This is an optimization exercise on Yosys and OpenROAD, whose aim is small area, not a production implementation. In this exercise RTL edits were held to simulation tests only and were not proved equivalent to the original.

## flow/design.v (module list and top-level ports; edited modules follow where they fit)
// module system_top: 2004 lines
// module fa_cell: 4 lines
// module pp_cell: 3 lines
// module ha_cell: 4 lines
module system_top (
    input  wire               clk,
    input  wire               rst_n,
    input  wire signed [15:0] data_in,
    output wire signed [3:0]  sdm_out
);
  // ...
==> flow/run.sh <==
#!/bin/bash
# synth_recipe.tcl (not shown) runs the flow's synth.tcl, then flattens the netlist and writes it again
# the make line also repeats each setting of config.mk as NAME=value (left out here)
make -C /OpenROAD-flow-scripts/flow DESIGN_CONFIG=/design/flow/config.mk WORK_HOME=/design/flow/orfs CLKGATE_MAP_FILE= SYNTH_SCRIPT=/design/flow/synth_recipe.tcl finish
==> flow/config.mk <==
export PLATFORM = sky130hd
export DESIGN_NAME = system_top
export DESIGN_NICKNAME = system_top
export VERILOG_FILES = /design/flow/design.v
export SDC_FILE = /design/flow/constraint.sdc
export NUM_CORES = 4
export LEC_CHECK = 0
export CAP_MARGIN = 20
export CORE_MARGIN = 2
export CORE_UTILIZATION = 40
export CTS_BUF_LIST = sky130_fd_sc_hd__clkbuf_16
export CTS_CLUSTER_DIAMETER = 100
export CTS_CLUSTER_SIZE = 24
export PLACE_DENSITY = 0.6
export SLEW_MARGIN = 20
export SYNTH_HIERARCHICAL = 1
==> flow/constraint.sdc <==
create_clock -name core_clock -period 20.0 [get_ports {clk}]
set_input_delay 4.0000 -clock core_clock [delete_from_list [all_inputs] [get_ports {clk}]]
set_output_delay 4.0000 -clock core_clock [all_outputs]
set_load 0.01 [all_outputs]
==> notes.md, run 1 <==
- Global-route wire length before repair: about 140000 um
- Multi-Input Combinational: between 1500 and 2000
- Post-CTS setup buffer count: 0
- Unrepaired setup endpoints after global routing: no
- Flip-flop and latch count: roughly 1200
- CTS Buf Count: 58
- Startpoint type of the worst setup path: register
- Number of DRC violations after detailed routing: 0
- Met1 layer wirelength in the final routing: roughly 38000 um
- End point of the most critical hold path: r1[44]$_DFF_P_
- Top-count cell post-synth: sky130_fd_sc_hd__dfxtp_1
- Proportion of synthesized flip-flops having asynchronous set or reset: 11.5%
- Total cell area at the placement stage: between 0.04 and 0.05 mm^2
- Residual antenna-violating net count after detailed routing: 0
- Count of distinct cell types in the synthesized netlist: between 80 and 90
- Transition time at the pin with the least slew margin: about 1100 ps
- Via total after detailed routing: between 20000 and 25000
- Synth Area in Adders: 30.8%
- WP data arrival: around 19000 ps
- CTS clk-pin slew, worst paths: around 100 ps
- Core Util, Final: a little over two fifths
- Reg-to-reg startpoint: cnt[4]$_DFF_PN0_
- Timing endpoint of the critical path: so[15]$_DFF_PN0_
- Max-cap violations: 0
- Number of buffers added on ports: 21
- Final net count: 3726
- Dominant cell type by count on the critical path: sky130_fd_sc_hd__fa_1
- Mean instance size in the synthesized netlist: between 15 and 20 um^2
- Master of the slowest instance on the critical path: sky130_fd_sc_hd__a211oi_2
- Diodes inserted: 1
- Result of the run: finished clean
- Via count of the first global-routing pass: 23500
- Global routing met1 resource utilization: a little over a fifth
==> run 2: changes to the inputs <==
--- a/flow/config.mk
+++ b/flow/config.mk
@@ -7,3 +7,3 @@
 export LEC_CHECK = 0
-export CAP_MARGIN = 20
+export CAP_MARGIN = 5
 export CORE_MARGIN = 2
@@ -14,3 +14,3 @@
 export PLACE_DENSITY = 0.6
-export SLEW_MARGIN = 20
+export SLEW_MARGIN = 5
 export SYNTH_HIERARCHICAL = 1
==> run 2 against run 1 <==
Effect of this change:
- still clean
- clock skew about the same
- count of clock-buffer cells in the layout did not move
- first-iteration DRC count is 4.2% lower
- synthesized cell count did not move
- area after synthesis unchanged
- global-route usage unchanged
- non-clock buffer count is 2 lower
==> notes.md, run 2 <==
- Final wirelength: 82800 um (was 83100 um)
- Shortest clock period the worst path allows after layout: 18540 ps (was 18500 ps)
- Total cell area at the placement stage: 0.0468 mm^2 (unchanged)
- Endpoint type of the worst setup path: register (unchanged)
- Post-CTS setup buffer count: 0 (unchanged)
- Clk buf depth: 3 (unchanged)
- Gpl congestion: 0.902 (unchanged)
- Die span in x: 338 um (unchanged)
- Pre-CTS worst setup slack: 1490 ps (unchanged)
- Via total after detailed routing: 22100 (was 22200)
- CTS clk-pin slew, worst paths: 100 ps (about the same)
- Count of distinct cell types in the synthesized netlist: 87 (unchanged)
- Maximum number of pins on one net before global-route repair: 72 (unchanged)
- Flip-flop count of the largest register, all copies and words added: 816 (unchanged)
- WL/cell: 18.4 um (about the same)
- Cell Count Post-Placement: 4423 (unchanged)
- Worst hold path class: reg -> reg (unchanged)
- Dominant cell type by count on the critical path: sky130_fd_sc_hd__fa_1 (unchanged)
- Transition time at the pin with the least slew margin: 1130 ps (was 1090 ps)
- Setup slack, reg-to-reg: 1460 ps (was 1500 ps)
- CTS Sinks: 1178 (unchanged)
- Top-count cell post-synth: sky130_fd_sc_hd__dfxtp_1 (unchanged)
- WP data arrival: 19060 ps (was 19020 ps)
- Total Die Area: 0.114 mm^2 (unchanged)
- Final hold slack: 318 ps (about the same)
- Fin. max-slew vios: 0 (unchanged)
- Residual antenna-violating net count after detailed routing: 0 (unchanged)
- Dominant cells by area after synthesis: sky130_fd_sc_hd__dfxtp_1, sky130_fd_sc_hd__fa_1, sky130_fd_sc_hd__dfrtp_1 (unchanged)
- Synthesized instance count: 2937 (unchanged)
- Registers with the most flip-flops: r1 x816, r2 x176 (unchanged)
- GRT Overall Usage: 14.9% (unchanged)
- Ranking of synthesized cells by instance count: sky130_fd_sc_hd__dfxtp_1, sky130_fd_sc_hd__fa_1, sky130_fd_sc_hd__inv_1 (unchanged)
- Capture instance of the worst register-to-register path: so[15]$_DFF_PN0_ (unchanged)
- CTS Buf Count: 58 (unchanged)
- Initial standard-cell utilization of the core: 40.4% (unchanged)
- Biggest register: r1 (unchanged)
- Number of gates resized after CTS: 0 (unchanged)
- Max Clock Freq: 0.0539 GHz (was 0.0541 GHz)
- Startpoint-to-endpoint class of the critical path: reg -> reg (unchanged)
- Final Hold Violating Endpoints: 0 (unchanged)
- Synth area leader: sky130_fd_sc_hd__dfxtp_1 (unchanged)
- Timing endpoint of the critical path: so[15]$_DFF_PN0_ (unchanged)
- Post-route clock skew: 37.6 ps (was 37.7 ps)
- CTS tree: built (unchanged)
- Number of buffers added on ports: 21 (unchanged)
- Final net count: 3724 (was 3726)
- Mean instance size in the synthesized netlist: 15.2 um^2 (unchanged)
- Layout cell share with drive strength beyond 1: 7.09% (was 7.15%)
- Met3 Resource Use GR: 3.27% (unchanged)
- Source-to-sink clock delay at the later pin of the worst-skew pair: 680 ps (about the same)
- Leading cell type in the layout, fill and taps excluded: sky130_fd_sc_hd__dfxtp_1 (unchanged)
- Flop and latch count out of synthesis: 1178 (unchanged)
- Core area: 0.111 mm^2 (unchanged)
- Area share of the largest cell type after synthesis: 46.7% (unchanged)
- Data required time at the worst endpoint: 20520 ps (about the same)
- First-pass iteration count of the detailed router: 13 (unchanged)
- Startpoint type of the worst setup path: register (unchanged)
- Global-route wire length before repair: 135000 um (unchanged)
- Count of non-filler cells in the finished layout: 4506 (was 4508)
- Top flip-flop cell by instance count after synthesis: sky130_fd_sc_hd__dfxtp_1 (unchanged)
- Most Crowded Layer GR: met2 (unchanged)
- Number of DRC violations after detailed routing: 0 (unchanged)
- Reg-to-reg startpoint: cnt[4]$_DFF_PN0_ (unchanged)
- Chip height: 338 um (unchanged)
- Unrepaired setup endpoints after global routing: no (unchanged)
- Area Growth Syn to Fin: 8.58% (was 8.61%)
- Crit path from: cnt[4]$_DFF_PN0_ (unchanged)
- Number of ports placed on the die boundary: 22 (unchanged)
- Register area: 0.0243 mm^2 (unchanged)
- Relative slew slack: 24.8% (was 27.5%)
- Final design area excluding fillers: 0.0485 mm^2 (about the same)
- Site Rows: 122 (unchanged)
- Via count of the first global-routing pass: 23500 (unchanged)
- Grt total ovfl: 0 (unchanged)
- Master of the slowest instance on the critical path: sky130_fd_sc_hd__a211oi_2 (unchanged)
- Max-cap violations: 0 (unchanged)
- Yosys Warn Count: 8 (unchanged)
- Hold buffers post-CTS: 0 (unchanged)
- Number of synthesized flops with an enable pin: 0 (unchanged)
- FILL cells: 9895 (was 9900)
- Depth of the worst register-to-register path: 63 (unchanged)
- Total area of multi-input combinational cells: 0.0195 mm^2 (unchanged)
- Final critical-path share of the clock period: 92.7% (was 92.5%)
- Setup TNS after final layout: 0 ps (unchanged)
- Result of the run: finished clean (unchanged)
- Commonest cells after routing, fill and taps aside: sky130_fd_sc_hd__dfxtp_1, sky130_fd_sc_hd__fa_1, sky130_fd_sc_hd__inv_1, sky130_fd_sc_hd__a222oi_1, sky130_fd_sc_hd__nand2_1 (unchanged)
- Post-synthesis sequential area ratio: 54.4% (unchanged)
- Met2 Usage GRT: 22.5% (unchanged)
- Setup violation total in the final timing report: 0 (unchanged)
- Crit Path Max Fanout: 17 (unchanged)
- Avg Vias per Cell: 4.91 (was 4.92)
- H-Tree Level Count: 2 (unchanged)
- Proportion of synthesized flip-flops having asynchronous set or reset: 11.5% (unchanged)
- Global routing met1 resource utilization: 21.7% (unchanged)
- Drt initial violations: 2650 (was 2766)
- Min setup slack post-route: 1460 ps (was 1500 ps)
- Max incr delay on CP: 910 ps (was 890 ps)
- Number of antenna violations at the first check in global routing: 0 (unchanged)
- Cell at the root of the clock tree: sky130_fd_sc_hd__clkbuf_16 (unchanged)
- Half-perimeter wire length after detailed placement: 59000 um (unchanged)
- Synthesized cell area: 0.0447 mm^2 (unchanged)
run 2: cell counts after synthesis:
Identical to the previous run, type by type.
run 2: how the worst min path moves through the flow:
stage	from	end	depth (start not counted)
final	r1[28]$_DFF_P_	r1[44]$_DFF_P_	0
after global routing	r1[226]$_DFF_P_	r1[242]$_DFF_P_	0
after CTS	r1[226]$_DFF_P_	r1[242]$_DFF_P_	0
after detailed placement	r1[141]$_DFF_P_	r1[157]$_DFF_P_	0
after global placement	r1[669]$_DFF_P_	r1[685]$_DFF_P_	0
after floorplan	r1[84]$_DFF_P_	r1[100]$_DFF_P_	0
run 2: kinds of logic (layout without fill, tap and decap cells):
logic type / count (synthesis) / in the layout / synth area share [%]
AO/OA/AOI/OAI: 393 / 393 / 7.05
XOR/XNOR: 53 / 53 / 1.07
adder cells (fa/ha/maj): 714 / 714 / 30.8
buffers and inverters: 219 / 296 / 1.95
flip-flops: 1178 / 1178 / 54.4
multiplexers: 45 / 45 / 1.08
other: 1 / 5 / 0.00839
AND/OR/NAND/NOR: 334 / 334 / 3.60
run 2: critical path, delay by kind of cell (launching register included):
kind / cells / cell delay, ps
xor+xnor: 5 / 810
buf+inv: 15 / 1550
compound gates: 10 / 3170
flops: 1 / 670
fa+ha+maj: 31 / 11640
simple gates: 2 / 570
run 2: final cells by class:
| type | instances | share of cell area [%] |
|---|---|---|
| antenna | 1 | 0.00516 |
| clock buffer | 58 | 2.99 |
| clock inverter | 23 | 0.477 |
| inverter | 151 | 1.17 |
| multi-input combinational | 1543 | 40.3 |
| sequential | 1178 | 50.1 |
| tap | 1488 | 3.84 |
| timing repair buffer | 64 | 1.10 |
run 2: stage by stage:
step	utilization, %
floorplan	-
global placement	42.3
detailed placement	42.3
CTS	43.8
global route	43.8
finish	43.8
run 2: Yosys stat by module, one instance, submodules excluded:
| module | times used | cells |
|---|---|---|
| pp_cell | 136 | 1 |
| ha_cell | 12 | 1 |
| system_top | 1 | 2144 |
| fa_cell | 645 | 1 |
run 2: per-layer routing:
layer / routed length, um / up-vias
met4: 2440 / 2
met3: 6260 / 159
li1: - / 9909
met2: 36600 / 777
met1: 37500 / 11300
met5: 46 / -

re-timing with driven ports:
The flow's constraints put no driver on any port. The routed layouts listed below were extracted and timed again, unchanged, in two steps.
Step 1: set_driving_cell puts a clkbuf_16 on clk and a buf_2 on each other input, an assumption about the parent block.
Step 2 times the ports against the registers' clock, not the clock port: input delays grow and output delays shrink by t, the midpoint of the rising clock arrivals with the driver on.
a / b / c = ideal ports / drivers / drivers and shift; a / b = the first two.
run	shift t [ns]	setup slack, ns	worst register clock-pin slew, ns	cell pins on the clock port's net
run 1	0.730	1.501 / 1.501 / 1.501	0.10 / 0.10	1
run 2	0.731	1.458 / 1.458 / 1.458	0.10 / 0.10	1
After both steps every run listed still meets setup and hold.
